Background: an optimization exercise with open tools, aiming at small area and a short achievable clock period. Do not read the settings as production practice. No functional check of the RTL was part of any run shown here. Power is estimated from default activity; no workload was simulated.

===== config.mk =====
export PLATFORM = sky130hd
export DESIGN_NAME = alu_stage
export DESIGN_NICKNAME = alu_stage
export VERILOG_FILES = /design/flow/design.v
export SDC_FILE = /design/flow/constraint.sdc
export NUM_CORES = 4
export LEC_CHECK = 0
export CAP_MARGIN = 20
export CORE_MARGIN = 2
export CORE_UTILIZATION = 75
export SLEW_MARGIN = 20

===== constraint.sdc =====
create_clock -name core_clock -period 33.0 [get_ports {clk}]
set_input_delay 6.6000 -clock core_clock [delete_from_list [all_inputs] [get_ports {clk}]]
set_output_delay 6.6000 -clock core_clock [all_outputs]
set_load 0.01 [all_outputs]

===== design.v =====
module divrow #(parameter W = 15)
	(input [W-1:0] rs, input [15:0] bx, input cin,
	 output q, output [W-1:0] r);
localparam N = W + 1;
localparam LV = $clog2(N);
wire [W-1:0] g = rs & bx[W-1:0];
wire [W-1:0] p = rs ^ bx[W-1:0];
wire [N-1:0] G [0:LV];
wire [N-1:0] P [0:LV];
assign G[0] = {g, cin};
assign P[0] = {p, 1'b0};
genvar l, i;
generate for (l = 0; l < LV; l = l + 1) begin : lvl
	for (i = 0; i < N; i = i + 1) begin : pos
		if (((i >> l) & 1) == 1) begin : merge
			assign G[l+1][i] = G[l][i] | (P[l][i] & G[l][((i >> l) << l) - 1]);
			assign P[l+1][i] = P[l][i] & P[l][((i >> l) << l) - 1];
		end else begin : pass
			assign G[l+1][i] = G[l][i];
			assign P[l+1][i] = P[l][i];
		end
	end
end endgenerate
wire [W:0] c = G[LV];
wire hi;
if (W < 16) begin : h
	assign hi = &bx[15:W];
end else begin : h16
	assign hi = 1'b1;
end
assign q = c[W] & hi;
assign r = q ? (p ^ c[W-1:0]) : rs;
endmodule
module mul16(input [15:0] a, input [15:0] b, output [31:0] p);
wire pp_0_0 = a[0] & b[0];
wire pp_0_1 = a[0] & b[1];
wire pp_0_2 = a[0] & b[2];
wire pp_0_3 = a[0] & b[3];
wire pp_0_4 = a[0] & b[4];
wire pp_0_5 = a[0] & b[5];
wire pp_0_6 = a[0] & b[6];
wire pp_0_7 = a[0] & b[7];
wire pp_0_8 = a[0] & b[8];
wire pp_0_9 = a[0] & b[9];
wire pp_0_10 = a[0] & b[10];
wire pp_0_11 = a[0] & b[11];
wire pp_0_12 = a[0] & b[12];
wire pp_0_13 = a[0] & b[13];
wire pp_0_14 = a[0] & b[14];
wire pp_0_15 = ~(a[0] & b[15]);
wire pp_1_0 = a[1] & b[0];
wire pp_1_1 = a[1] & b[1];
wire pp_1_2 = a[1] & b[2];
wire pp_1_3 = a[1] & b[3];
wire pp_1_4 = a[1] & b[4];
wire pp_1_5 = a[1] & b[5];
wire pp_1_6 = a[1] & b[6];
wire pp_1_7 = a[1] & b[7];
wire pp_1_8 = a[1] & b[8];
wire pp_1_9 = a[1] & b[9];
wire pp_1_10 = a[1] & b[10];
wire pp_1_11 = a[1] & b[11];
wire pp_1_12 = a[1] & b[12];
wire pp_1_13 = a[1] & b[13];
wire pp_1_14 = a[1] & b[14];
wire pp_1_15 = ~(a[1] & b[15]);
wire pp_2_0 = a[2] & b[0];
wire pp_2_1 = a[2] & b[1];
wire pp_2_2 = a[2] & b[2];
wire pp_2_3 = a[2] & b[3];
wire pp_2_4 = a[2] & b[4];
wire pp_2_5 = a[2] & b[5];
wire pp_2_6 = a[2] & b[6];
wire pp_2_7 = a[2] & b[7];
wire pp_2_8 = a[2] & b[8];
wire pp_2_9 = a[2] & b[9];
wire pp_2_10 = a[2] & b[10];
wire pp_2_11 = a[2] & b[11];
wire pp_2_12 = a[2] & b[12];
wire pp_2_13 = a[2] & b[13];
wire pp_2_14 = a[2] & b[14];
wire pp_2_15 = ~(a[2] & b[15]);
wire pp_3_0 = a[3] & b[0];
wire pp_3_1 = a[3] & b[1];
wire pp_3_2 = a[3] & b[2];
wire pp_3_3 = a[3] & b[3];
wire pp_3_4 = a[3] & b[4];
wire pp_3_5 = a[3] & b[5];
wire pp_3_6 = a[3] & b[6];
wire pp_3_7 = a[3] & b[7];
wire pp_3_8 = a[3] & b[8];
wire pp_3_9 = a[3] & b[9];
wire pp_3_10 = a[3] & b[10];
wire pp_3_11 = a[3] & b[11];
wire pp_3_12 = a[3] & b[12];
wire pp_3_13 = a[3] & b[13];
wire pp_3_14 = a[3] & b[14];
wire pp_3_15 = ~(a[3] & b[15]);
wire pp_4_0 = a[4] & b[0];
wire pp_4_1 = a[4] & b[1];
wire pp_4_2 = a[4] & b[2];
wire pp_4_3 = a[4] & b[3];
wire pp_4_4 = a[4] & b[4];
wire pp_4_5 = a[4] & b[5];
wire pp_4_6 = a[4] & b[6];
wire pp_4_7 = a[4] & b[7];
wire pp_4_8 = a[4] & b[8];
wire pp_4_9 = a[4] & b[9];
wire pp_4_10 = a[4] & b[10];
wire pp_4_11 = a[4] & b[11];
wire pp_4_12 = a[4] & b[12];
wire pp_4_13 = a[4] & b[13];
wire pp_4_14 = a[4] & b[14];
wire pp_4_15 = ~(a[4] & b[15]);
wire pp_5_0 = a[5] & b[0];
wire pp_5_1 = a[5] & b[1];
wire pp_5_2 = a[5] & b[2];
wire pp_5_3 = a[5] & b[3];
wire pp_5_4 = a[5] & b[4];
wire pp_5_5 = a[5] & b[5];
wire pp_5_6 = a[5] & b[6];
wire pp_5_7 = a[5] & b[7];
wire pp_5_8 = a[5] & b[8];
wire pp_5_9 = a[5] & b[9];
wire pp_5_10 = a[5] & b[10];
wire pp_5_11 = a[5] & b[11];
wire pp_5_12 = a[5] & b[12];
wire pp_5_13 = a[5] & b[13];
wire pp_5_14 = a[5] & b[14];
wire pp_5_15 = ~(a[5] & b[15]);
wire pp_6_0 = a[6] & b[0];
wire pp_6_1 = a[6] & b[1];
wire pp_6_2 = a[6] & b[2];
wire pp_6_3 = a[6] & b[3];
wire pp_6_4 = a[6] & b[4];
wire pp_6_5 = a[6] & b[5];
wire pp_6_6 = a[6] & b[6];
wire pp_6_7 = a[6] & b[7];
wire pp_6_8 = a[6] & b[8];
wire pp_6_9 = a[6] & b[9];
wire pp_6_10 = a[6] & b[10];
wire pp_6_11 = a[6] & b[11];
wire pp_6_12 = a[6] & b[12];
wire pp_6_13 = a[6] & b[13];
wire pp_6_14 = a[6] & b[14];
wire pp_6_15 = ~(a[6] & b[15]);
wire pp_7_0 = a[7] & b[0];
wire pp_7_1 = a[7] & b[1];
wire pp_7_2 = a[7] & b[2];
wire pp_7_3 = a[7] & b[3];
wire pp_7_4 = a[7] & b[4];
wire pp_7_5 = a[7] & b[5];
wire pp_7_6 = a[7] & b[6];
wire pp_7_7 = a[7] & b[7];
wire pp_7_8 = a[7] & b[8];
wire pp_7_9 = a[7] & b[9];
wire pp_7_10 = a[7] & b[10];
wire pp_7_11 = a[7] & b[11];
wire pp_7_12 = a[7] & b[12];
wire pp_7_13 = a[7] & b[13];
wire pp_7_14 = a[7] & b[14];
wire pp_7_15 = ~(a[7] & b[15]);
wire pp_8_0 = a[8] & b[0];
wire pp_8_1 = a[8] & b[1];
wire pp_8_2 = a[8] & b[2];
wire pp_8_3 = a[8] & b[3];
wire pp_8_4 = a[8] & b[4];
wire pp_8_5 = a[8] & b[5];
wire pp_8_6 = a[8] & b[6];
wire pp_8_7 = a[8] & b[7];
wire pp_8_8 = a[8] & b[8];
wire pp_8_9 = a[8] & b[9];
wire pp_8_10 = a[8] & b[10];
wire pp_8_11 = a[8] & b[11];
wire pp_8_12 = a[8] & b[12];
wire pp_8_13 = a[8] & b[13];
wire pp_8_14 = a[8] & b[14];
wire pp_8_15 = ~(a[8] & b[15]);
wire pp_9_0 = a[9] & b[0];
wire pp_9_1 = a[9] & b[1];
wire pp_9_2 = a[9] & b[2];
wire pp_9_3 = a[9] & b[3];
wire pp_9_4 = a[9] & b[4];
wire pp_9_5 = a[9] & b[5];
wire pp_9_6 = a[9] & b[6];
wire pp_9_7 = a[9] & b[7];
wire pp_9_8 = a[9] & b[8];
wire pp_9_9 = a[9] & b[9];
wire pp_9_10 = a[9] & b[10];
wire pp_9_11 = a[9] & b[11];
wire pp_9_12 = a[9] & b[12];
wire pp_9_13 = a[9] & b[13];
wire pp_9_14 = a[9] & b[14];
wire pp_9_15 = ~(a[9] & b[15]);
wire pp_10_0 = a[10] & b[0];
wire pp_10_1 = a[10] & b[1];
wire pp_10_2 = a[10] & b[2];
wire pp_10_3 = a[10] & b[3];
wire pp_10_4 = a[10] & b[4];
wire pp_10_5 = a[10] & b[5];
wire pp_10_6 = a[10] & b[6];
wire pp_10_7 = a[10] & b[7];
wire pp_10_8 = a[10] & b[8];
wire pp_10_9 = a[10] & b[9];
wire pp_10_10 = a[10] & b[10];
wire pp_10_11 = a[10] & b[11];
wire pp_10_12 = a[10] & b[12];
wire pp_10_13 = a[10] & b[13];
wire pp_10_14 = a[10] & b[14];
wire pp_10_15 = ~(a[10] & b[15]);
wire pp_11_0 = a[11] & b[0];
wire pp_11_1 = a[11] & b[1];
wire pp_11_2 = a[11] & b[2];
wire pp_11_3 = a[11] & b[3];
wire pp_11_4 = a[11] & b[4];
wire pp_11_5 = a[11] & b[5];
wire pp_11_6 = a[11] & b[6];
wire pp_11_7 = a[11] & b[7];
wire pp_11_8 = a[11] & b[8];
wire pp_11_9 = a[11] & b[9];
wire pp_11_10 = a[11] & b[10];
wire pp_11_11 = a[11] & b[11];
wire pp_11_12 = a[11] & b[12];
wire pp_11_13 = a[11] & b[13];
wire pp_11_14 = a[11] & b[14];
wire pp_11_15 = ~(a[11] & b[15]);
wire pp_12_0 = a[12] & b[0];
wire pp_12_1 = a[12] & b[1];
wire pp_12_2 = a[12] & b[2];
wire pp_12_3 = a[12] & b[3];
wire pp_12_4 = a[12] & b[4];
wire pp_12_5 = a[12] & b[5];
wire pp_12_6 = a[12] & b[6];
wire pp_12_7 = a[12] & b[7];
wire pp_12_8 = a[12] & b[8];
wire pp_12_9 = a[12] & b[9];
wire pp_12_10 = a[12] & b[10];
wire pp_12_11 = a[12] & b[11];
wire pp_12_12 = a[12] & b[12];
wire pp_12_13 = a[12] & b[13];
wire pp_12_14 = a[12] & b[14];
wire pp_12_15 = ~(a[12] & b[15]);
wire pp_13_0 = a[13] & b[0];
wire pp_13_1 = a[13] & b[1];
wire pp_13_2 = a[13] & b[2];
wire pp_13_3 = a[13] & b[3];
wire pp_13_4 = a[13] & b[4];
wire pp_13_5 = a[13] & b[5];
wire pp_13_6 = a[13] & b[6];
wire pp_13_7 = a[13] & b[7];
wire pp_13_8 = a[13] & b[8];
wire pp_13_9 = a[13] & b[9];
wire pp_13_10 = a[13] & b[10];
wire pp_13_11 = a[13] & b[11];
wire pp_13_12 = a[13] & b[12];
wire pp_13_13 = a[13] & b[13];
wire pp_13_14 = a[13] & b[14];
wire pp_13_15 = ~(a[13] & b[15]);
wire pp_14_0 = a[14] & b[0];
wire pp_14_1 = a[14] & b[1];
wire pp_14_2 = a[14] & b[2];
wire pp_14_3 = a[14] & b[3];
wire pp_14_4 = a[14] & b[4];
wire pp_14_5 = a[14] & b[5];
wire pp_14_6 = a[14] & b[6];
wire pp_14_7 = a[14] & b[7];
wire pp_14_8 = a[14] & b[8];
wire pp_14_9 = a[14] & b[9];
wire pp_14_10 = a[14] & b[10];
wire pp_14_11 = a[14] & b[11];
wire pp_14_12 = a[14] & b[12];
wire pp_14_13 = a[14] & b[13];
wire pp_14_14 = a[14] & b[14];
wire pp_14_15 = ~(a[14] & b[15]);
wire pp_15_0 = ~(a[15] & b[0]);
wire pp_15_1 = ~(a[15] & b[1]);
wire pp_15_2 = ~(a[15] & b[2]);
wire pp_15_3 = ~(a[15] & b[3]);
wire pp_15_4 = ~(a[15] & b[4]);
wire pp_15_5 = ~(a[15] & b[5]);
wire pp_15_6 = ~(a[15] & b[6]);
wire pp_15_7 = ~(a[15] & b[7]);
wire pp_15_8 = ~(a[15] & b[8]);
wire pp_15_9 = ~(a[15] & b[9]);
wire pp_15_10 = ~(a[15] & b[10]);
wire pp_15_11 = ~(a[15] & b[11]);
wire pp_15_12 = ~(a[15] & b[12]);
wire pp_15_13 = ~(a[15] & b[13]);
wire pp_15_14 = ~(a[15] & b[14]);
wire pp_15_15 = a[15] & b[15];
wire hs0 = pp_0_13 ^ pp_1_12;
wire hc0 = pp_0_13 & pp_1_12;
wire fs1 = pp_0_14 ^ pp_1_13 ^ pp_2_12;
wire fc1 = (pp_0_14 & pp_1_13) | (pp_2_12 & (pp_0_14 ^ pp_1_13));
wire hs2 = pp_3_11 ^ pp_4_10;
wire hc2 = pp_3_11 & pp_4_10;
wire fs3 = pp_0_15 ^ pp_1_14 ^ pp_2_13;
wire fc3 = (pp_0_15 & pp_1_14) | (pp_2_13 & (pp_0_15 ^ pp_1_14));
wire fs4 = pp_3_12 ^ pp_4_11 ^ pp_5_10;
wire fc4 = (pp_3_12 & pp_4_11) | (pp_5_10 & (pp_3_12 ^ pp_4_11));
wire hs5 = pp_6_9 ^ pp_7_8;
wire hc5 = pp_6_9 & pp_7_8;
wire fs6 = pp_1_15 ^ pp_2_14 ^ pp_3_13;
wire fc6 = (pp_1_15 & pp_2_14) | (pp_3_13 & (pp_1_15 ^ pp_2_14));
wire fs7 = pp_4_12 ^ pp_5_11 ^ pp_6_10;
wire fc7 = (pp_4_12 & pp_5_11) | (pp_6_10 & (pp_4_12 ^ pp_5_11));
wire fs8 = pp_7_9 ^ pp_8_8 ^ pp_9_7;
wire fc8 = (pp_7_9 & pp_8_8) | (pp_9_7 & (pp_7_9 ^ pp_8_8));
wire fs9 = pp_2_15 ^ pp_3_14 ^ pp_4_13;
wire fc9 = (pp_2_15 & pp_3_14) | (pp_4_13 & (pp_2_15 ^ pp_3_14));
wire fs10 = pp_5_12 ^ pp_6_11 ^ pp_7_10;
wire fc10 = (pp_5_12 & pp_6_11) | (pp_7_10 & (pp_5_12 ^ pp_6_11));
wire fs11 = pp_3_15 ^ pp_4_14 ^ pp_5_13;
wire fc11 = (pp_3_15 & pp_4_14) | (pp_5_13 & (pp_3_15 ^ pp_4_14));
wire hs12 = pp_0_9 ^ pp_1_8;
wire hc12 = pp_0_9 & pp_1_8;
wire fs13 = pp_0_10 ^ pp_1_9 ^ pp_2_8;
wire fc13 = (pp_0_10 & pp_1_9) | (pp_2_8 & (pp_0_10 ^ pp_1_9));
wire hs14 = pp_3_7 ^ pp_4_6;
wire hc14 = pp_3_7 & pp_4_6;
wire fs15 = pp_0_11 ^ pp_1_10 ^ pp_2_9;
wire fc15 = (pp_0_11 & pp_1_10) | (pp_2_9 & (pp_0_11 ^ pp_1_10));
wire fs16 = pp_3_8 ^ pp_4_7 ^ pp_5_6;
wire fc16 = (pp_3_8 & pp_4_7) | (pp_5_6 & (pp_3_8 ^ pp_4_7));
wire hs17 = pp_6_5 ^ pp_7_4;
wire hc17 = pp_6_5 & pp_7_4;
wire fs18 = pp_0_12 ^ pp_1_11 ^ pp_2_10;
wire fc18 = (pp_0_12 & pp_1_11) | (pp_2_10 & (pp_0_12 ^ pp_1_11));
wire fs19 = pp_3_9 ^ pp_4_8 ^ pp_5_7;
wire fc19 = (pp_3_9 & pp_4_8) | (pp_5_7 & (pp_3_9 ^ pp_4_8));
wire fs20 = pp_6_6 ^ pp_7_5 ^ pp_8_4;
wire fc20 = (pp_6_6 & pp_7_5) | (pp_8_4 & (pp_6_6 ^ pp_7_5));
wire hs21 = pp_9_3 ^ pp_10_2;
wire hc21 = pp_9_3 & pp_10_2;
wire fs22 = hs0 ^ pp_2_11 ^ pp_3_10;
wire fc22 = (hs0 & pp_2_11) | (pp_3_10 & (hs0 ^ pp_2_11));
wire fs23 = pp_4_9 ^ pp_5_8 ^ pp_6_7;
wire fc23 = (pp_4_9 & pp_5_8) | (pp_6_7 & (pp_4_9 ^ pp_5_8));
wire fs24 = pp_7_6 ^ pp_8_5 ^ pp_9_4;
wire fc24 = (pp_7_6 & pp_8_5) | (pp_9_4 & (pp_7_6 ^ pp_8_5));
wire fs25 = pp_10_3 ^ pp_11_2 ^ pp_12_1;
wire fc25 = (pp_10_3 & pp_11_2) | (pp_12_1 & (pp_10_3 ^ pp_11_2));
wire fs26 = hc0 ^ fs1 ^ hs2;
wire fc26 = (hc0 & fs1) | (hs2 & (hc0 ^ fs1));
wire fs27 = pp_5_9 ^ pp_6_8 ^ pp_7_7;
wire fc27 = (pp_5_9 & pp_6_8) | (pp_7_7 & (pp_5_9 ^ pp_6_8));
wire fs28 = pp_8_6 ^ pp_9_5 ^ pp_10_4;
wire fc28 = (pp_8_6 & pp_9_5) | (pp_10_4 & (pp_8_6 ^ pp_9_5));
wire fs29 = pp_11_3 ^ pp_12_2 ^ pp_13_1;
wire fc29 = (pp_11_3 & pp_12_2) | (pp_13_1 & (pp_11_3 ^ pp_12_2));
wire fs30 = fc1 ^ hc2 ^ fs3;
wire fc30 = (fc1 & hc2) | (fs3 & (fc1 ^ hc2));
wire fs31 = fs4 ^ hs5 ^ pp_8_7;
wire fc31 = (fs4 & hs5) | (pp_8_7 & (fs4 ^ hs5));
wire fs32 = pp_9_6 ^ pp_10_5 ^ pp_11_4;
wire fc32 = (pp_9_6 & pp_10_5) | (pp_11_4 & (pp_9_6 ^ pp_10_5));
wire fs33 = pp_12_3 ^ pp_13_2 ^ pp_14_1;
wire fc33 = (pp_12_3 & pp_13_2) | (pp_14_1 & (pp_12_3 ^ pp_13_2));
wire fs34 = fc3 ^ fc4 ^ hc5;
wire fc34 = (fc3 & fc4) | (hc5 & (fc3 ^ fc4));
wire fs35 = fs6 ^ fs7 ^ fs8;
wire fc35 = (fs6 & fs7) | (fs8 & (fs6 ^ fs7));
wire fs36 = pp_10_6 ^ pp_11_5 ^ pp_12_4;
wire fc36 = (pp_10_6 & pp_11_5) | (pp_12_4 & (pp_10_6 ^ pp_11_5));
wire fs37 = pp_13_3 ^ pp_14_2 ^ pp_15_1;
wire fc37 = (pp_13_3 & pp_14_2) | (pp_15_1 & (pp_13_3 ^ pp_14_2));
wire fs38 = fc6 ^ fc7 ^ fc8;
wire fc38 = (fc6 & fc7) | (fc8 & (fc6 ^ fc7));
wire fs39 = fs9 ^ fs10 ^ pp_8_9;
wire fc39 = (fs9 & fs10) | (pp_8_9 & (fs9 ^ fs10));
wire fs40 = pp_9_8 ^ pp_10_7 ^ pp_11_6;
wire fc40 = (pp_9_8 & pp_10_7) | (pp_11_6 & (pp_9_8 ^ pp_10_7));
wire fs41 = pp_12_5 ^ pp_13_4 ^ pp_14_3;
wire fc41 = (pp_12_5 & pp_13_4) | (pp_14_3 & (pp_12_5 ^ pp_13_4));
wire fs42 = fc9 ^ fc10 ^ fs11;
wire fc42 = (fc9 & fc10) | (fs11 & (fc9 ^ fc10));
wire fs43 = pp_6_12 ^ pp_7_11 ^ pp_8_10;
wire fc43 = (pp_6_12 & pp_7_11) | (pp_8_10 & (pp_6_12 ^ pp_7_11));
wire fs44 = pp_9_9 ^ pp_10_8 ^ pp_11_7;
wire fc44 = (pp_9_9 & pp_10_8) | (pp_11_7 & (pp_9_9 ^ pp_10_8));
wire fs45 = pp_12_6 ^ pp_13_5 ^ pp_14_4;
wire fc45 = (pp_12_6 & pp_13_5) | (pp_14_4 & (pp_12_6 ^ pp_13_5));
wire fs46 = fc11 ^ pp_4_15 ^ pp_5_14;
wire fc46 = (fc11 & pp_4_15) | (pp_5_14 & (fc11 ^ pp_4_15));
wire fs47 = pp_6_13 ^ pp_7_12 ^ pp_8_11;
wire fc47 = (pp_6_13 & pp_7_12) | (pp_8_11 & (pp_6_13 ^ pp_7_12));
wire fs48 = pp_9_10 ^ pp_10_9 ^ pp_11_8;
wire fc48 = (pp_9_10 & pp_10_9) | (pp_11_8 & (pp_9_10 ^ pp_10_9));
wire fs49 = pp_12_7 ^ pp_13_6 ^ pp_14_5;
wire fc49 = (pp_12_7 & pp_13_6) | (pp_14_5 & (pp_12_7 ^ pp_13_6));
wire fs50 = pp_5_15 ^ pp_6_14 ^ pp_7_13;
wire fc50 = (pp_5_15 & pp_6_14) | (pp_7_13 & (pp_5_15 ^ pp_6_14));
wire fs51 = pp_8_12 ^ pp_9_11 ^ pp_10_10;
wire fc51 = (pp_8_12 & pp_9_11) | (pp_10_10 & (pp_8_12 ^ pp_9_11));
wire fs52 = pp_11_9 ^ pp_12_8 ^ pp_13_7;
wire fc52 = (pp_11_9 & pp_12_8) | (pp_13_7 & (pp_11_9 ^ pp_12_8));
wire fs53 = pp_6_15 ^ pp_7_14 ^ pp_8_13;
wire fc53 = (pp_6_15 & pp_7_14) | (pp_8_13 & (pp_6_15 ^ pp_7_14));
wire fs54 = pp_9_12 ^ pp_10_11 ^ pp_11_10;
wire fc54 = (pp_9_12 & pp_10_11) | (pp_11_10 & (pp_9_12 ^ pp_10_11));
wire fs55 = pp_7_15 ^ pp_8_14 ^ pp_9_13;
wire fc55 = (pp_7_15 & pp_8_14) | (pp_9_13 & (pp_7_15 ^ pp_8_14));
wire hs56 = pp_0_6 ^ pp_1_5;
wire hc56 = pp_0_6 & pp_1_5;
wire fs57 = pp_0_7 ^ pp_1_6 ^ pp_2_5;
wire fc57 = (pp_0_7 & pp_1_6) | (pp_2_5 & (pp_0_7 ^ pp_1_6));
wire hs58 = pp_3_4 ^ pp_4_3;
wire hc58 = pp_3_4 & pp_4_3;
wire fs59 = pp_0_8 ^ pp_1_7 ^ pp_2_6;
wire fc59 = (pp_0_8 & pp_1_7) | (pp_2_6 & (pp_0_8 ^ pp_1_7));
wire fs60 = pp_3_5 ^ pp_4_4 ^ pp_5_3;
wire fc60 = (pp_3_5 & pp_4_4) | (pp_5_3 & (pp_3_5 ^ pp_4_4));
wire hs61 = pp_6_2 ^ pp_7_1;
wire hc61 = pp_6_2 & pp_7_1;
wire fs62 = hs12 ^ pp_2_7 ^ pp_3_6;
wire fc62 = (hs12 & pp_2_7) | (pp_3_6 & (hs12 ^ pp_2_7));
wire fs63 = pp_4_5 ^ pp_5_4 ^ pp_6_3;
wire fc63 = (pp_4_5 & pp_5_4) | (pp_6_3 & (pp_4_5 ^ pp_5_4));
wire fs64 = pp_7_2 ^ pp_8_1 ^ pp_9_0;
wire fc64 = (pp_7_2 & pp_8_1) | (pp_9_0 & (pp_7_2 ^ pp_8_1));
wire fs65 = hc12 ^ fs13 ^ hs14;
wire fc65 = (hc12 & fs13) | (hs14 & (hc12 ^ fs13));
wire fs66 = pp_5_5 ^ pp_6_4 ^ pp_7_3;
wire fc66 = (pp_5_5 & pp_6_4) | (pp_7_3 & (pp_5_5 ^ pp_6_4));
wire fs67 = pp_8_2 ^ pp_9_1 ^ pp_10_0;
wire fc67 = (pp_8_2 & pp_9_1) | (pp_10_0 & (pp_8_2 ^ pp_9_1));
wire fs68 = fc13 ^ hc14 ^ fs15;
wire fc68 = (fc13 & hc14) | (fs15 & (fc13 ^ hc14));
wire fs69 = fs16 ^ hs17 ^ pp_8_3;
wire fc69 = (fs16 & hs17) | (pp_8_3 & (fs16 ^ hs17));
wire fs70 = pp_9_2 ^ pp_10_1 ^ pp_11_0;
wire fc70 = (pp_9_2 & pp_10_1) | (pp_11_0 & (pp_9_2 ^ pp_10_1));
wire fs71 = fc15 ^ fc16 ^ hc17;
wire fc71 = (fc15 & fc16) | (hc17 & (fc15 ^ fc16));
wire fs72 = fs18 ^ fs19 ^ fs20;
wire fc72 = (fs18 & fs19) | (fs20 & (fs18 ^ fs19));
wire fs73 = hs21 ^ pp_11_1 ^ pp_12_0;
wire fc73 = (hs21 & pp_11_1) | (pp_12_0 & (hs21 ^ pp_11_1));
wire fs74 = fc18 ^ fc19 ^ fc20;
wire fc74 = (fc18 & fc19) | (fc20 & (fc18 ^ fc19));
wire fs75 = hc21 ^ fs22 ^ fs23;
wire fc75 = (hc21 & fs22) | (fs23 & (hc21 ^ fs22));
wire fs76 = fs24 ^ fs25 ^ pp_13_0;
wire fc76 = (fs24 & fs25) | (pp_13_0 & (fs24 ^ fs25));
wire fs77 = fc22 ^ fc23 ^ fc24;
wire fc77 = (fc22 & fc23) | (fc24 & (fc22 ^ fc23));
wire fs78 = fc25 ^ fs26 ^ fs27;
wire fc78 = (fc25 & fs26) | (fs27 & (fc25 ^ fs26));
wire fs79 = fs28 ^ fs29 ^ pp_14_0;
wire fc79 = (fs28 & fs29) | (pp_14_0 & (fs28 ^ fs29));
wire fs80 = fc26 ^ fc27 ^ fc28;
wire fc80 = (fc26 & fc27) | (fc28 & (fc26 ^ fc27));
wire fs81 = fc29 ^ fs30 ^ fs31;
wire fc81 = (fc29 & fs30) | (fs31 & (fc29 ^ fs30));
wire fs82 = fs32 ^ fs33 ^ pp_15_0;
wire fc82 = (fs32 & fs33) | (pp_15_0 & (fs32 ^ fs33));
wire fs83 = fc30 ^ fc31 ^ fc32;
wire fc83 = (fc30 & fc31) | (fc32 & (fc30 ^ fc31));
wire fs84 = fc33 ^ fs34 ^ fs35;
wire fc84 = (fc33 & fs34) | (fs35 & (fc33 ^ fs34));
wire fs85 = fs36 ^ fs37 ^ 1'b1;
wire fc85 = (fs36 & fs37) | (1'b1 & (fs36 ^ fs37));
wire fs86 = fc34 ^ fc35 ^ fc36;
wire fc86 = (fc34 & fc35) | (fc36 & (fc34 ^ fc35));
wire fs87 = fc37 ^ fs38 ^ fs39;
wire fc87 = (fc37 & fs38) | (fs39 & (fc37 ^ fs38));
wire fs88 = fs40 ^ fs41 ^ pp_15_2;
wire fc88 = (fs40 & fs41) | (pp_15_2 & (fs40 ^ fs41));
wire fs89 = fc38 ^ fc39 ^ fc40;
wire fc89 = (fc38 & fc39) | (fc40 & (fc38 ^ fc39));
wire fs90 = fc41 ^ fs42 ^ fs43;
wire fc90 = (fc41 & fs42) | (fs43 & (fc41 ^ fs42));
wire fs91 = fs44 ^ fs45 ^ pp_15_3;
wire fc91 = (fs44 & fs45) | (pp_15_3 & (fs44 ^ fs45));
wire fs92 = fc42 ^ fc43 ^ fc44;
wire fc92 = (fc42 & fc43) | (fc44 & (fc42 ^ fc43));
wire fs93 = fc45 ^ fs46 ^ fs47;
wire fc93 = (fc45 & fs46) | (fs47 & (fc45 ^ fs46));
wire fs94 = fs48 ^ fs49 ^ pp_15_4;
wire fc94 = (fs48 & fs49) | (pp_15_4 & (fs48 ^ fs49));
wire fs95 = fc46 ^ fc47 ^ fc48;
wire fc95 = (fc46 & fc47) | (fc48 & (fc46 ^ fc47));
wire fs96 = fc49 ^ fs50 ^ fs51;
wire fc96 = (fc49 & fs50) | (fs51 & (fc49 ^ fs50));
wire fs97 = fs52 ^ pp_14_6 ^ pp_15_5;
wire fc97 = (fs52 & pp_14_6) | (pp_15_5 & (fs52 ^ pp_14_6));
wire fs98 = fc50 ^ fc51 ^ fc52;
wire fc98 = (fc50 & fc51) | (fc52 & (fc50 ^ fc51));
wire fs99 = fs53 ^ fs54 ^ pp_12_9;
wire fc99 = (fs53 & fs54) | (pp_12_9 & (fs53 ^ fs54));
wire fs100 = pp_13_8 ^ pp_14_7 ^ pp_15_6;
wire fc100 = (pp_13_8 & pp_14_7) | (pp_15_6 & (pp_13_8 ^ pp_14_7));
wire fs101 = fc53 ^ fc54 ^ fs55;
wire fc101 = (fc53 & fc54) | (fs55 & (fc53 ^ fc54));
wire fs102 = pp_10_12 ^ pp_11_11 ^ pp_12_10;
wire fc102 = (pp_10_12 & pp_11_11) | (pp_12_10 & (pp_10_12 ^ pp_11_11));
wire fs103 = pp_13_9 ^ pp_14_8 ^ pp_15_7;
wire fc103 = (pp_13_9 & pp_14_8) | (pp_15_7 & (pp_13_9 ^ pp_14_8));
wire fs104 = fc55 ^ pp_8_15 ^ pp_9_14;
wire fc104 = (fc55 & pp_8_15) | (pp_9_14 & (fc55 ^ pp_8_15));
wire fs105 = pp_10_13 ^ pp_11_12 ^ pp_12_11;
wire fc105 = (pp_10_13 & pp_11_12) | (pp_12_11 & (pp_10_13 ^ pp_11_12));
wire fs106 = pp_13_10 ^ pp_14_9 ^ pp_15_8;
wire fc106 = (pp_13_10 & pp_14_9) | (pp_15_8 & (pp_13_10 ^ pp_14_9));
wire fs107 = pp_9_15 ^ pp_10_14 ^ pp_11_13;
wire fc107 = (pp_9_15 & pp_10_14) | (pp_11_13 & (pp_9_15 ^ pp_10_14));
wire fs108 = pp_12_12 ^ pp_13_11 ^ pp_14_10;
wire fc108 = (pp_12_12 & pp_13_11) | (pp_14_10 & (pp_12_12 ^ pp_13_11));
wire fs109 = pp_10_15 ^ pp_11_14 ^ pp_12_13;
wire fc109 = (pp_10_15 & pp_11_14) | (pp_12_13 & (pp_10_15 ^ pp_11_14));
wire hs110 = pp_0_4 ^ pp_1_3;
wire hc110 = pp_0_4 & pp_1_3;
wire fs111 = pp_0_5 ^ pp_1_4 ^ pp_2_3;
wire fc111 = (pp_0_5 & pp_1_4) | (pp_2_3 & (pp_0_5 ^ pp_1_4));
wire hs112 = pp_3_2 ^ pp_4_1;
wire hc112 = pp_3_2 & pp_4_1;
wire fs113 = hs56 ^ pp_2_4 ^ pp_3_3;
wire fc113 = (hs56 & pp_2_4) | (pp_3_3 & (hs56 ^ pp_2_4));
wire fs114 = pp_4_2 ^ pp_5_1 ^ pp_6_0;
wire fc114 = (pp_4_2 & pp_5_1) | (pp_6_0 & (pp_4_2 ^ pp_5_1));
wire fs115 = hc56 ^ fs57 ^ hs58;
wire fc115 = (hc56 & fs57) | (hs58 & (hc56 ^ fs57));
wire fs116 = pp_5_2 ^ pp_6_1 ^ pp_7_0;
wire fc116 = (pp_5_2 & pp_6_1) | (pp_7_0 & (pp_5_2 ^ pp_6_1));
wire fs117 = fc57 ^ hc58 ^ fs59;
wire fc117 = (fc57 & hc58) | (fs59 & (fc57 ^ hc58));
wire fs118 = fs60 ^ hs61 ^ pp_8_0;
wire fc118 = (fs60 & hs61) | (pp_8_0 & (fs60 ^ hs61));
wire fs119 = fc59 ^ fc60 ^ hc61;
wire fc119 = (fc59 & fc60) | (hc61 & (fc59 ^ fc60));
wire fs120 = fs62 ^ fs63 ^ fs64;
wire fc120 = (fs62 & fs63) | (fs64 & (fs62 ^ fs63));
wire fs121 = fc62 ^ fc63 ^ fc64;
wire fc121 = (fc62 & fc63) | (fc64 & (fc62 ^ fc63));
wire fs122 = fs65 ^ fs66 ^ fs67;
wire fc122 = (fs65 & fs66) | (fs67 & (fs65 ^ fs66));
wire fs123 = fc65 ^ fc66 ^ fc67;
wire fc123 = (fc65 & fc66) | (fc67 & (fc65 ^ fc66));
wire fs124 = fs68 ^ fs69 ^ fs70;
wire fc124 = (fs68 & fs69) | (fs70 & (fs68 ^ fs69));
wire fs125 = fc68 ^ fc69 ^ fc70;
wire fc125 = (fc68 & fc69) | (fc70 & (fc68 ^ fc69));
wire fs126 = fs71 ^ fs72 ^ fs73;
wire fc126 = (fs71 & fs72) | (fs73 & (fs71 ^ fs72));
wire fs127 = fc71 ^ fc72 ^ fc73;
wire fc127 = (fc71 & fc72) | (fc73 & (fc71 ^ fc72));
wire fs128 = fs74 ^ fs75 ^ fs76;
wire fc128 = (fs74 & fs75) | (fs76 & (fs74 ^ fs75));
wire fs129 = fc74 ^ fc75 ^ fc76;
wire fc129 = (fc74 & fc75) | (fc76 & (fc74 ^ fc75));
wire fs130 = fs77 ^ fs78 ^ fs79;
wire fc130 = (fs77 & fs78) | (fs79 & (fs77 ^ fs78));
wire fs131 = fc77 ^ fc78 ^ fc79;
wire fc131 = (fc77 & fc78) | (fc79 & (fc77 ^ fc78));
wire fs132 = fs80 ^ fs81 ^ fs82;
wire fc132 = (fs80 & fs81) | (fs82 & (fs80 ^ fs81));
wire fs133 = fc80 ^ fc81 ^ fc82;
wire fc133 = (fc80 & fc81) | (fc82 & (fc80 ^ fc81));
wire fs134 = fs83 ^ fs84 ^ fs85;
wire fc134 = (fs83 & fs84) | (fs85 & (fs83 ^ fs84));
wire fs135 = fc83 ^ fc84 ^ fc85;
wire fc135 = (fc83 & fc84) | (fc85 & (fc83 ^ fc84));
wire fs136 = fs86 ^ fs87 ^ fs88;
wire fc136 = (fs86 & fs87) | (fs88 & (fs86 ^ fs87));
wire fs137 = fc86 ^ fc87 ^ fc88;
wire fc137 = (fc86 & fc87) | (fc88 & (fc86 ^ fc87));
wire fs138 = fs89 ^ fs90 ^ fs91;
wire fc138 = (fs89 & fs90) | (fs91 & (fs89 ^ fs90));
wire fs139 = fc89 ^ fc90 ^ fc91;
wire fc139 = (fc89 & fc90) | (fc91 & (fc89 ^ fc90));
wire fs140 = fs92 ^ fs93 ^ fs94;
wire fc140 = (fs92 & fs93) | (fs94 & (fs92 ^ fs93));
wire fs141 = fc92 ^ fc93 ^ fc94;
wire fc141 = (fc92 & fc93) | (fc94 & (fc92 ^ fc93));
wire fs142 = fs95 ^ fs96 ^ fs97;
wire fc142 = (fs95 & fs96) | (fs97 & (fs95 ^ fs96));
wire fs143 = fc95 ^ fc96 ^ fc97;
wire fc143 = (fc95 & fc96) | (fc97 & (fc95 ^ fc96));
wire fs144 = fs98 ^ fs99 ^ fs100;
wire fc144 = (fs98 & fs99) | (fs100 & (fs98 ^ fs99));
wire fs145 = fc98 ^ fc99 ^ fc100;
wire fc145 = (fc98 & fc99) | (fc100 & (fc98 ^ fc99));
wire fs146 = fs101 ^ fs102 ^ fs103;
wire fc146 = (fs101 & fs102) | (fs103 & (fs101 ^ fs102));
wire fs147 = fc101 ^ fc102 ^ fc103;
wire fc147 = (fc101 & fc102) | (fc103 & (fc101 ^ fc102));
wire fs148 = fs104 ^ fs105 ^ fs106;
wire fc148 = (fs104 & fs105) | (fs106 & (fs104 ^ fs105));
wire fs149 = fc104 ^ fc105 ^ fc106;
wire fc149 = (fc104 & fc105) | (fc106 & (fc104 ^ fc105));
wire fs150 = fs107 ^ fs108 ^ pp_15_9;
wire fc150 = (fs107 & fs108) | (pp_15_9 & (fs107 ^ fs108));
wire fs151 = fc107 ^ fc108 ^ fs109;
wire fc151 = (fc107 & fc108) | (fs109 & (fc107 ^ fc108));
wire fs152 = pp_13_12 ^ pp_14_11 ^ pp_15_10;
wire fc152 = (pp_13_12 & pp_14_11) | (pp_15_10 & (pp_13_12 ^ pp_14_11));
wire fs153 = fc109 ^ pp_11_15 ^ pp_12_14;
wire fc153 = (fc109 & pp_11_15) | (pp_12_14 & (fc109 ^ pp_11_15));
wire fs154 = pp_13_13 ^ pp_14_12 ^ pp_15_11;
wire fc154 = (pp_13_13 & pp_14_12) | (pp_15_11 & (pp_13_13 ^ pp_14_12));
wire fs155 = pp_12_15 ^ pp_13_14 ^ pp_14_13;
wire fc155 = (pp_12_15 & pp_13_14) | (pp_14_13 & (pp_12_15 ^ pp_13_14));
wire hs156 = pp_0_3 ^ pp_1_2;
wire hc156 = pp_0_3 & pp_1_2;
wire fs157 = hs110 ^ pp_2_2 ^ pp_3_1;
wire fc157 = (hs110 & pp_2_2) | (pp_3_1 & (hs110 ^ pp_2_2));
wire fs158 = hc110 ^ fs111 ^ hs112;
wire fc158 = (hc110 & fs111) | (hs112 & (hc110 ^ fs111));
wire fs159 = fc111 ^ hc112 ^ fs113;
wire fc159 = (fc111 & hc112) | (fs113 & (fc111 ^ hc112));
wire fs160 = fc113 ^ fc114 ^ fs115;
wire fc160 = (fc113 & fc114) | (fs115 & (fc113 ^ fc114));
wire fs161 = fc115 ^ fc116 ^ fs117;
wire fc161 = (fc115 & fc116) | (fs117 & (fc115 ^ fc116));
wire fs162 = fc117 ^ fc118 ^ fs119;
wire fc162 = (fc117 & fc118) | (fs119 & (fc117 ^ fc118));
wire fs163 = fc119 ^ fc120 ^ fs121;
wire fc163 = (fc119 & fc120) | (fs121 & (fc119 ^ fc120));
wire fs164 = fc121 ^ fc122 ^ fs123;
wire fc164 = (fc121 & fc122) | (fs123 & (fc121 ^ fc122));
wire fs165 = fc123 ^ fc124 ^ fs125;
wire fc165 = (fc123 & fc124) | (fs125 & (fc123 ^ fc124));
wire fs166 = fc125 ^ fc126 ^ fs127;
wire fc166 = (fc125 & fc126) | (fs127 & (fc125 ^ fc126));
wire fs167 = fc127 ^ fc128 ^ fs129;
wire fc167 = (fc127 & fc128) | (fs129 & (fc127 ^ fc128));
wire fs168 = fc129 ^ fc130 ^ fs131;
wire fc168 = (fc129 & fc130) | (fs131 & (fc129 ^ fc130));
wire fs169 = fc131 ^ fc132 ^ fs133;
wire fc169 = (fc131 & fc132) | (fs133 & (fc131 ^ fc132));
wire fs170 = fc133 ^ fc134 ^ fs135;
wire fc170 = (fc133 & fc134) | (fs135 & (fc133 ^ fc134));
wire fs171 = fc135 ^ fc136 ^ fs137;
wire fc171 = (fc135 & fc136) | (fs137 & (fc135 ^ fc136));
wire fs172 = fc137 ^ fc138 ^ fs139;
wire fc172 = (fc137 & fc138) | (fs139 & (fc137 ^ fc138));
wire fs173 = fc139 ^ fc140 ^ fs141;
wire fc173 = (fc139 & fc140) | (fs141 & (fc139 ^ fc140));
wire fs174 = fc141 ^ fc142 ^ fs143;
wire fc174 = (fc141 & fc142) | (fs143 & (fc141 ^ fc142));
wire fs175 = fc143 ^ fc144 ^ fs145;
wire fc175 = (fc143 & fc144) | (fs145 & (fc143 ^ fc144));
wire fs176 = fc145 ^ fc146 ^ fs147;
wire fc176 = (fc145 & fc146) | (fs147 & (fc145 ^ fc146));
wire fs177 = fc147 ^ fc148 ^ fs149;
wire fc177 = (fc147 & fc148) | (fs149 & (fc147 ^ fc148));
wire fs178 = fc149 ^ fc150 ^ fs151;
wire fc178 = (fc149 & fc150) | (fs151 & (fc149 ^ fc150));
wire fs179 = fc151 ^ fc152 ^ fs153;
wire fc179 = (fc151 & fc152) | (fs153 & (fc151 ^ fc152));
wire fs180 = fc153 ^ fc154 ^ fs155;
wire fc180 = (fc153 & fc154) | (fs155 & (fc153 ^ fc154));
wire fs181 = fc155 ^ pp_13_15 ^ pp_14_14;
wire fc181 = (fc155 & pp_13_15) | (pp_14_14 & (fc155 ^ pp_13_15));
wire hs182 = pp_0_2 ^ pp_1_1;
wire hc182 = pp_0_2 & pp_1_1;
wire fs183 = hs156 ^ pp_2_1 ^ pp_3_0;
wire fc183 = (hs156 & pp_2_1) | (pp_3_0 & (hs156 ^ pp_2_1));
wire fs184 = hc156 ^ fs157 ^ pp_4_0;
wire fc184 = (hc156 & fs157) | (pp_4_0 & (hc156 ^ fs157));
wire fs185 = fc157 ^ fs158 ^ pp_5_0;
wire fc185 = (fc157 & fs158) | (pp_5_0 & (fc157 ^ fs158));
wire fs186 = fc158 ^ fs159 ^ fs114;
wire fc186 = (fc158 & fs159) | (fs114 & (fc158 ^ fs159));
wire fs187 = fc159 ^ fs160 ^ fs116;
wire fc187 = (fc159 & fs160) | (fs116 & (fc159 ^ fs160));
wire fs188 = fc160 ^ fs161 ^ fs118;
wire fc188 = (fc160 & fs161) | (fs118 & (fc160 ^ fs161));
wire fs189 = fc161 ^ fs162 ^ fs120;
wire fc189 = (fc161 & fs162) | (fs120 & (fc161 ^ fs162));
wire fs190 = fc162 ^ fs163 ^ fs122;
wire fc190 = (fc162 & fs163) | (fs122 & (fc162 ^ fs163));
wire fs191 = fc163 ^ fs164 ^ fs124;
wire fc191 = (fc163 & fs164) | (fs124 & (fc163 ^ fs164));
wire fs192 = fc164 ^ fs165 ^ fs126;
wire fc192 = (fc164 & fs165) | (fs126 & (fc164 ^ fs165));
wire fs193 = fc165 ^ fs166 ^ fs128;
wire fc193 = (fc165 & fs166) | (fs128 & (fc165 ^ fs166));
wire fs194 = fc166 ^ fs167 ^ fs130;
wire fc194 = (fc166 & fs167) | (fs130 & (fc166 ^ fs167));
wire fs195 = fc167 ^ fs168 ^ fs132;
wire fc195 = (fc167 & fs168) | (fs132 & (fc167 ^ fs168));
wire fs196 = fc168 ^ fs169 ^ fs134;
wire fc196 = (fc168 & fs169) | (fs134 & (fc168 ^ fs169));
wire fs197 = fc169 ^ fs170 ^ fs136;
wire fc197 = (fc169 & fs170) | (fs136 & (fc169 ^ fs170));
wire fs198 = fc170 ^ fs171 ^ fs138;
wire fc198 = (fc170 & fs171) | (fs138 & (fc170 ^ fs171));
wire fs199 = fc171 ^ fs172 ^ fs140;
wire fc199 = (fc171 & fs172) | (fs140 & (fc171 ^ fs172));
wire fs200 = fc172 ^ fs173 ^ fs142;
wire fc200 = (fc172 & fs173) | (fs142 & (fc172 ^ fs173));
wire fs201 = fc173 ^ fs174 ^ fs144;
wire fc201 = (fc173 & fs174) | (fs144 & (fc173 ^ fs174));
wire fs202 = fc174 ^ fs175 ^ fs146;
wire fc202 = (fc174 & fs175) | (fs146 & (fc174 ^ fs175));
wire fs203 = fc175 ^ fs176 ^ fs148;
wire fc203 = (fc175 & fs176) | (fs148 & (fc175 ^ fs176));
wire fs204 = fc176 ^ fs177 ^ fs150;
wire fc204 = (fc176 & fs177) | (fs150 & (fc176 ^ fs177));
wire fs205 = fc177 ^ fs178 ^ fs152;
wire fc205 = (fc177 & fs178) | (fs152 & (fc177 ^ fs178));
wire fs206 = fc178 ^ fs179 ^ fs154;
wire fc206 = (fc178 & fs179) | (fs154 & (fc178 ^ fs179));
wire fs207 = fc179 ^ fs180 ^ pp_15_12;
wire fc207 = (fc179 & fs180) | (pp_15_12 & (fc179 ^ fs180));
wire fs208 = fc180 ^ fs181 ^ pp_15_13;
wire fc208 = (fc180 & fs181) | (pp_15_13 & (fc180 ^ fs181));
wire fs209 = fc181 ^ pp_14_15 ^ pp_15_14;
wire fc209 = (fc181 & pp_14_15) | (pp_15_14 & (fc181 ^ pp_14_15));
wire [31:0] x = {1'b1, fc209, fc208, fc207, fc206, fc205, fc204, fc203, fc202, fc201, fc200, fc199, fc198, fc197, fc196, fc195, fc194, fc193, fc192, fc191, fc190, fc189, fc188, fc187, fc186, fc185, fc184, fc183, hc182, hs182, pp_0_1, pp_0_0};
wire [31:0] y = {1'b0, pp_15_15, fs209, fs208, fs207, fs206, fs205, fs204, fs203, fs202, fs201, fs200, fs199, fs198, fs197, fs196, fs195, fs194, fs193, fs192, fs191, fs190, fs189, fs188, fs187, fs186, fs185, fs184, fs183, pp_2_0, pp_1_0, 1'b0};
assign p = x + y;
endmodule
module alu_stage(input clk, input [15:0] a, b, input [3:0] funct,
				output [15:0] out, output [15:0] r15);
localparam J = 6;
localparam K = 13;
wire is_div = (funct == 4'b0101);
wire is_mul = (funct == 4'b0100);
wire is_add = (funct == 4'b0000);
wire is_sub = (funct == 4'b0001);
wire sa = a[15], sb = b[15];
wire [14:0] A = a[14:0] ^ {15{sa}};
wire [15:0] bx = sb ? b : ~b;
wire cin = ~sb;
wire bz = (b == 16'd0);
wire [15:0] sum = a + (is_sub ? ~b : b) + {15'd0, is_sub};
wire [14:0] r1 [0:J];
wire [14:0] q1;
assign r1[0] = 15'd0;
genvar j;
generate for (j = 1; j <= J; j = j + 1) begin : s1row
	wire [j-1:0] rr;
	wire [j-1:0] rs;
	if (j == 1) begin : first
		assign rs = A[14];
	end else begin : next
		assign rs = {r1[j-1][(j>1?j-2:0):0], A[15-j]};
	end
	divrow #(.W(j)) u(.rs(rs), .bx(bx), .cin(cin), .q(q1[15-j]), .r(rr));
	assign r1[j] = {{(15-j){1'b0}}, rr};
end endgenerate
reg [15:0] x1_q, y1_q;
reg [J-1:0] ra_q;
reg div1_q, mul1_q, sa1_q, cin1_q;
always @(posedge clk) begin
	x1_q   <= is_div ? {bz, q1[14:15-J], A[14-J:0]} :
	          is_mul ? a : ((is_add | is_sub) ? sum : 16'd0);
	y1_q   <= is_div ? bx : (is_mul ? b : 16'd0);
	ra_q   <= r1[J][J-1:0];
	div1_q <= is_div;
	mul1_q <= is_mul;
	sa1_q  <= sa;
	cin1_q <= cin;
end
wire [31:0] prod;
mul16 u_mul(.a(x1_q), .b(y1_q), .p(prod));
wire [14:0] r2 [J:K];
wire [14:0] q2;
assign r2[J] = {{(15-J){1'b0}}, ra_q};
generate for (j = J + 1; j <= K; j = j + 1) begin : s2row
	wire [j-1:0] rr;
	divrow #(.W(j)) u(.rs({r2[j-1][j-2:0], x1_q[15-j]}), .bx(y1_q), .cin(cin1_q), .q(q2[15-j]), .r(rr));
	assign r2[j] = {{(15-j){1'b0}}, rr};
end endgenerate
reg [15:0] x2_q, y2_q;
reg [14:0] rb_q;
reg div2_q, sa2_q, cin2_q;
always @(posedge clk) begin
	x2_q   <= div1_q ? {x1_q[15:15-J], q2[14-J:15-K], x1_q[14-K:0]} :
	          (mul1_q ? prod[15:0] : x1_q);
	y2_q   <= mul1_q ? prod[31:16] : y1_q;
	rb_q   <= r2[K][14:0];
	div2_q <= div1_q;
	sa2_q  <= sa1_q;
	cin2_q <= cin1_q;
end
wire [14:0] r3 [K:14];
wire [14:0] q3;
assign r3[K] = rb_q;
generate for (j = K + 1; j <= 14; j = j + 1) begin : s3row
	wire [j-1:0] rr;
	divrow #(.W(j)) u(.rs({r3[j-1][j-2:0], x2_q[15-j]}), .bx(y2_q), .cin(cin2_q), .q(q3[15-j]), .r(rr));
	assign r3[j] = {{(15-j){1'b0}}, rr};
end endgenerate
wire [14:0] rs15 = {r3[14][13:0], x2_q[0]};
wire [17:0] t15 = {3'b000, rs15} + {2'b01, y2_q} + {17'd0, cin2_q};
assign q3[0] = t15[17];
wire [14:0] rf = t15[17] ? t15[14:0] : rs15;
wire eq_t = &({1'b0, t15[14:0]} ^ y2_q ^ {t15[14:0] & y2_q[14:0], cin2_q});
wire eq_s = &({1'b0, rs15} ^ y2_q ^ {rs15 & y2_q[14:0], cin2_q});
wire eq = t15[17] ? eq_t : eq_s;
wire c  = sa2_q & eq;
wire [15:0] qf = {x2_q[15:15-K], q3[14-K:0]};
wire nq = (sa2_q ^ ~cin2_q) & ~x2_q[15];
wire [15:0] qn = qf ^ {16{nq}};
localparam L = 15 - K;
wire [15-L:0] hi = qn[15:L];
wire [15-L:0] hi_inc = hi + 1'b1;
wire [L:0] lo = {1'b0, qn[L-1:0]} + {{L{1'b0}}, c ^ nq};
wire [15:0] qo = {lo[L] ? hi_inc : hi, lo[L-1:0]};
wire [15:0] ro = ({1'b0, rf} ^ {16{sa2_q}}) & {16{~c}};
assign out = div2_q ? qo : x2_q;
assign r15 = div2_q ? ro : y2_q;
endmodule

===== flow/run.sh =====
#!/bin/bash
# Standard layout, with the setup repair asked to over-fix so the critical
# paths get sized for speed (the clock period and constraints are unchanged).
bash standard.sh SETUP_SLACK_MARGIN=19 finish > standard.log 2>&1

===== standard.sh =====
#!/bin/bash
# synth_recipe.tcl (not shown) runs the flow's synth.tcl, then flattens the netlist and writes it again
# the make line also repeats each setting of config.mk as NAME=value (left out here)
make -C /OpenROAD-flow-scripts/flow DESIGN_CONFIG=/design/flow/config.mk WORK_HOME=/design/flow/orfs CLKGATE_MAP_FILE= SYNTH_SCRIPT=/design/flow/synth_recipe.tcl "${@:-finish}"

==> summary.txt, run 1 <==
- Status: finished clean
- F_max: 0.07143 GHz
- Vias in the first global route: 17.82k
- Finished Layout Cells: 2696
- Launching element type of the critical path: flip-flop
- Port Buffers: 68
- GP Congestion: 0.9949
- Setup TNS: 0 ns
- Number of buffers created by CTS: 9
- Synthesized area: 19190 um2
- Xor and xnor area share after synthesis: 8.396%
- Syn nets: 2732
- Largest net degree at the start of global routing: 36
- Longest Clk Path Bufs: 2
- Critical path endpoint category: output pin
- Post-Route WL: 60870 um
- VDD IR max: 0.00002767 V
- Post-DP HPWL: 41130 um
- Leakage: 10.32 nW
- Count of standard-cell rows: 58
- Leading cell types in the layout, fill and taps excluded: inv_1, fa_1, nand2_1
- Critical-path maximum fanout: 5
- Post-Synth Adder-Cell Area: 38.30%
- First-pass GRT wire length: 88710 um
- Ys async rst share: 0%
- Register bit count reported by yosys: 90
- Final net count: 2835
- Tcrit/Tclk final: 42.42%
- Core Area: 25180 um2
- Endpoints failing hold: 0
- Compound-cell area share of the yosys netlist: 13.88%
- Syn Area/Cell: 8.501 um2
- Wire per inst: 22.58 um
- Util after Layout: 87.74%
- Initial antenna violation count: 1
- RSZ-0062 raised after global routing: yes
- Least-Margin Pin Slew: 1.013 ns
- DR iter-0 viols: 2007
- Simple-Gate Fraction of Synth Area: 17.66%
- Overflow after GRT: 0
- Hold WC Path Type: reg -> reg
- Peak per-stage delay on the critical path: 0.52 ns
- Final ANT Viol Nets: 0
- Synthesized instance count: 2258
- Via count: 17.98k
- Cells after DPL: 2596
- # setup viols final: 0
- Worst path slowest cell: xnor2_1
- Most common cell on crit path: ha_1
- Library cells used by synthesis: 83
- P per Cell Area: 25.69 nW/um2
- Arrival time at the worst endpoint: 7.40 ns
- Ports: 69
- Vias/cell: 6.671
- Die Y: 164.0 um
- CP delay by family, top: compound AO/OA/AOI/OAI gates
- Fin. max-slew vios: 0
- Minimum clock period: 14.00 ns
- Largest family of logic cells by synthesized area: adder cells
- Gr usage total: 42.22%
- CP bufs+invs: 4
- P&R area growth vs syn: 15.10%
- Clock skew: 0.009997 ns
- Most common cell after layout, fill and taps aside: inv_1
- Mux contribution to synthesized area: 5.358%
- Slew Limit Headroom: 31.95%
- DRC: 0
- DRT Pass-1 Iters: 6
- Crit path kind: reg -> out
- Fill cells: 1281
- Layout cell share with drive strength beyond 1: 13.95%
- Ant diodes: 0
- Synthesis Warnings: 15
- Root Buffer: clkbuf_16
- Critical Path RT: 26.40 ns
- Initial Utilization: 76.22%
- Clock Pin Slew Worst Setup and Hold Paths: 0.06 ns
- H-tree levels: 3
- EDFF count, synth: 0
- CTS tree: done
- CTS Sinks: 90
- Top_reg_cell synth: dfxtp_1
- Clock latency on the worst-skew pair: 0.36 ns
- Die ar.: 26890 um2
- Hold_buf cts: 0
- Post-synthesis sequential area ratio: 9.387%
- Die X: 164.0 um
- Max-Cap Viols: 0
==> path summary, 6_finish.rpt <==
kind	start	endpoint	slack (ns)	depth (start not counted)
setup / recovery	y2_q[1]$_DFF_P_	out[15]	19.00	34
hold / removal	sa1_q$_DFF_P_	sa2_q$_DFF_P_	0.39	0
setup reg to reg	y1_q[0]$_DFF_P_	r3[13][11]$_DFF_P_	19.02	59
hold reg to reg	sa1_q$_DFF_P_	sa2_q$_DFF_P_	0.39	0
==> report_power, final <==
| part | total (mW) | internal [mW] | switching (mW) |
|---|---|---|---|
| clock | 0.114 | 0.0690 | 0.0454 |
| sequential | 0.134 | 0.117 | 0.0178 |
| combinational | 0.319 | 0.135 | 0.184 |
==> cell usage after synthesis, drive strengths merged, types with 49 or more instances <==
cell | instances | share of area [%]
inv | 265 | 5.2
fa | 251 | 26
nand2 | 226 | 4.4
ha | 186 | 12
and2 | 136 | 4.4
nor2 | 131 | 2.6
xnor2 | 122 | 5.6
a21oi | 107 | 2.8
dfxtp | 90 | 9.4
o21ai | 89 | 2.3
clkbuf | 71 | 1.4
xor2 | 62 | 2.8
mux2i | 57 | 3.0
a21o | 49 | 1.9
==> registers in the layout (all words and copies together) (netlist names) <==
register / flops
sa1_q: 1
r3: 13
x2_q: 16
y2_q: 16
x1_q: 16
mul1_q: 1
cin2_q: 1
sa2_q: 1
y1_q: 16
ra_q: 6
div2_q: 1
cin1_q: 1
div1_q: 1
==> layer usage <==
metal	track usage, %	wire, um	vias to the layer above
met3	8.131	6435	424
met5	0	0	-
met1	51.51	21400	8589
met2	71.54	29030	1239
met4	21.37	4001	0
li1	-	-	7732
==> metrics by stage <==
step | hold slack (ns) | worst slack, ns | power (mW) | instance area [um2]
finish | 0.3918 | 19.00 | 0.5677 | 22090
global route | 0.3898 | 18.42 | 0.5991 | 22090
CTS | 0.3922 | 19.00 | 0.5340 | 21050
detailed placement | 0.3848 | 16.73 | 0.4141 | 20170
global placement | 0.3910 | 17.23 | 0.4040 | 20170
floorplan | 0.3096 | 19.03 | 0.3347 | 19230
==> cell families (layout without fill, tap and decap cells) <==
group / Yosys count / count (layout)
buffers and inverters: 353 / 460
adders and majority gates: 437 / 437
xor gates and xnor gates: 184 / 184
and+or+nand+nor: 685 / 685
muxes: 97 / 97
AOI/OAI and AO/OA: 412 / 413
DFF: 90 / 90
==> worst reg2reg max path: cells and delay by family (launching register included) <==
family / cells / cell delay, ns
adder cells (fa/ha/maj): 10 / 3.63
AND/OR/NAND/NOR: 15 / 2.81
AO/OA/AOI/OAI: 24 / 5.13
flip-flops: 1 / 0.32
buffers and inverters: 6 / 0.92
XOR/XNOR: 1 / 0.10
multiplexers: 3 / 0.93
==> what timing repair did <==
action | CTS | global route
setup buffers | 31 | 52
gates cloned | 0 | 1
pin swaps | 20 | 67
gates resized for setup | 92 | 134
setup endpoints to repair | 50 | 43
==> final cells by class <==
type	instances	area [um2]	area share (%)
tap	330	412.9	1.869
inverter	268	1006	4.553
clock inverter	5	85.08	0.3851
timing repair buffer	176	1533	6.937
sequential	90	1829	8.280
clock buffer	11	242.7	1.099
multi-input combinational	1816	16990	76.88
==> run 2: changes to the inputs <==
--- a/design.v
+++ b/design.v
@@ -3,12 +3,10 @@
 	 output q, output [W-1:0] r);
 localparam N = W + 1;
 localparam LV = $clog2(N);
-wire [W-1:0] g = rs & bx[W-1:0];
-wire [W-1:0] p = rs ^ bx[W-1:0];
 wire [N-1:0] G [0:LV];
 wire [N-1:0] P [0:LV];
-assign G[0] = {g, cin};
-assign P[0] = {p, 1'b0};
+assign G[0] = {rs & bx[W-1:0], cin};
+assign P[0] = {rs | bx[W-1:0], 1'b0};
 genvar l, i;
 generate for (l = 0; l < LV; l = l + 1) begin : lvl
 	for (i = 0; i < N; i = i + 1) begin : pos
@@ -29,7 +27,7 @@
 	assign hi = 1'b1;
 end
 assign q = c[W] & hi;
-assign r = q ? (p ^ c[W-1:0]) : rs;
+assign r = rs ^ ({W{q}} & (bx[W-1:0] ^ c[W-1:0]));
 endmodule
 module mul16(input [15:0] a, input [15:0] b, output [31:0] p);
 wire pp_0_0 = a[0] & b[0];
@@ -715,7 +713,7 @@
 module alu_stage(input clk, input [15:0] a, b, input [3:0] funct,
 				output [15:0] out, output [15:0] r15);
 localparam J = 6;
-localparam K = 13;
+localparam K = 14;
 wire is_div = (funct == 4'b0101);
 wire is_mul = (funct == 4'b0100);
 wire is_add = (funct == 4'b0000);
@@ -776,31 +774,21 @@
 	sa2_q  <= sa1_q;
 	cin2_q <= cin1_q;
 end
-wire [14:0] r3 [K:14];
+wire [14:0] r3 [K:15];
 wire [14:0] q3;
 assign r3[K] = rb_q;
-generate for (j = K + 1; j <= 14; j = j + 1) begin : s3row
+generate for (j = K + 1; j <= 15; j = j + 1) begin : s3row
 	wire [j-1:0] rr;
 	divrow #(.W(j)) u(.rs({r3[j-1][j-2:0], x2_q[15-j]}), .bx(y2_q), .cin(cin2_q), .q(q3[15-j]), .r(rr));
 	assign r3[j] = {{(15-j){1'b0}}, rr};
 end endgenerate
-wire [14:0] rs15 = {r3[14][13:0], x2_q[0]};
-wire [17:0] t15 = {3'b000, rs15} + {2'b01, y2_q} + {17'd0, cin2_q};
-assign q3[0] = t15[17];
-wire [14:0] rf = t15[17] ? t15[14:0] : rs15;
-wire eq_t = &({1'b0, t15[14:0]} ^ y2_q ^ {t15[14:0] & y2_q[14:0], cin2_q});
-wire eq_s = &({1'b0, rs15} ^ y2_q ^ {rs15 & y2_q[14:0], cin2_q});
-wire eq = t15[17] ? eq_t : eq_s;
-wire c  = sa2_q & eq;
 wire [15:0] qf = {x2_q[15:15-K], q3[14-K:0]};
-wire nq = (sa2_q ^ ~cin2_q) & ~x2_q[15];
-wire [15:0] qn = qf ^ {16{nq}};
-localparam L = 15 - K;
-wire [15-L:0] hi = qn[15:L];
-wire [15-L:0] hi_inc = hi + 1'b1;
-wire [L:0] lo = {1'b0, qn[L-1:0]} + {{L{1'b0}}, c ^ nq};
-wire [15:0] qo = {lo[L] ? hi_inc : hi, lo[L-1:0]};
-wire [15:0] ro = ({1'b0, rf} ^ {16{sa2_q}}) & {16{~c}};
+wire [15:0] rf = {1'b0, r3[15]};
+wire eq = &(rf ^ y2_q ^ {rf[14:0] & y2_q[14:0], cin2_q});
+wire c  = sa2_q & eq;
+wire nq = (sa2_q ^ ~cin2_q) & ~qf[15];
+wire [15:0] qo = (qf ^ {16{nq}}) + {15'd0, c ^ nq};
+wire [15:0] ro = (rf ^ {16{sa2_q}}) & {16{~c}};
 assign out = div2_q ? qo : x2_q;
 assign r15 = div2_q ? ro : y2_q;
 endmodule
==> summary.txt, run 2 <==
- Status: aborted with a tool error
- Failed at: global routing
- Halt Reason: [ERROR GRT-0232] Routing congestion too high. Check the congestion heatmap in the GUI.
- Syn Area/Cell: 7.729 um2 (-9.1%)
- Syn nets: 2932 (+7.3%)
- EDFF count, synth: 0 (unchanged)
- Count of standard-cell rows: 60 (+3.4%)
- Post-synthesis sequential area ratio: 8.989% (-0.40 points)
- Longest Clk Path Bufs: 2 (unchanged)
- Gr usage total: 76.91%
- Largest area contributor in the netlist: fa_1
- Ports: 69 (unchanged)
- Synth top area share: 19.46% (-6.7 points)
- Most area-consuming cells after synthesis: fa_1, xnor2_1, dfxtp_1
- Overflow after GRT: 55
- Initial Utilization: 75.83% (-0.40 points)
- Register bit count reported by yosys: 91 (+1.1%)
- Cells after DPL: 2905 (+12%)
- Initial antenna violation count: 15
- Die X: 168.4 um (+2.7%)
- GP Congestion: 0.9559 (-3.9%)
- Root Buffer: clkbuf_16
- Post-DP HPWL: 45550 um (+11%)
- H-tree levels: 3 (unchanged)
- Worst endpoint type: primary output
- Worst_ep grt: out[11]
- Number of buffers created by CTS: 9 (unchanged)
- Synthesized instance count: 2622 (+16%)
- Largest net degree at the start of global routing: 49
- Die Y: 168.4 um (+2.7%)
- Top_reg_cell synth: dfxtp_1
- CTS Sinks: 91 (+1.1%)
- Synthesized area: 20270 um2 (+5.6%)
- Port Buffers: 68 (unchanged)
- Library cells used by synthesis: 110 (+33%)
- Most frequent cells after synthesis: nand2_1, xnor2_1, inv_1, fa_1, nor2_1
- Count leader, synth: nand2_1
- Ys async rst share: 0% (unchanged)
- Synthesis Warnings: 16 (+1)
## run 2: changes by cell type after synthesis, sizes merged, moves of 54 or more
cell,change
xnor2,+104
fa,-54
nand2,+99
clkbuf,+56
nor2,+59
ha,-110
## run 2: kinds of logic after synthesis
kind of cell,Yosys count,share of synthesized area [%]
fa+ha+maj,317,26.37
mux,35,1.784
compound gates,577,20.30
buf+inv,371,7.081
xor+xnor,306,13.26
simple gates,925,22.21
flops,91,8.989
## run 2: through the flow
step / hold WS (ns) / cell area, um2 / setup WS [ns]
after floorplan: 0.3096 / 20560 / 18.67
after global placement: 0.4267 / 21240 / 16.63
after detailed placement: 0.4545 / 21240 / 16.33
after CTS: 0.4589 / 22610 / 18.17
## run 2: power groups by stage
stage,logic [mW],clock network (mW),registers (mW)
floorplan,0.196,0,0.127
global placement,0.256,0,0.134
detailed placement,0.266,0,0.135
CTS,0.280,0.108,0.133
## run 2: worst max path at each step
stage,start,to,slack [ns]
detailed placement,b[0],ra_q[1]$_DFF_P_,16.33
global placement,b[0],ra_q[1]$_DFF_P_,16.63
floorplan,cin2_q$_DFF_P_,out[11],18.67
CTS,cin2_q$_DFF_P_,out[11],18.17
## run 2: metal layers
| layer | GRT overflow | track usage (%) |
|---|---|---|
| met3 | 2 | 63.75 |
| met4 | 29 | 68.52 |
| met5 | 0 | 48.52 |
| met1 | 4 | 78.01 |
| met2 | 20 | 92.56 |
## run 2: what timing repair did
item,CTS
setup endpoints to repair,54
hold buffers,0
setup buffers,76
pin swaps,91
resized for setup,228
cloned,3

[what the ideal ports hide]
Ports are ideal in the flow. The routed layout listed here was re-timed in OpenROAD.
Step 1 assumes that a clkbuf_16 drives the clock port and a buf_2 every other input.
Step 2 moves the port delays by t, midway between the first and last clock arrival at a register: inputs arrive t later, outputs are due t later. That takes back most of the time a late clock gives input paths.
Slacks: ideal ports / drivers / drivers and shift; pairs: ideal ports / drivers.
run: run 1
t (ns): 0.404
slack for setup (ns): 19.000 / 18.948 / 18.736
pins driven straight from the clock port: 1
After both steps run 1 still meets setup and hold. The setup slack of run 1 moves by -0.052 ns with the drivers and by -0.264 ns with both steps.
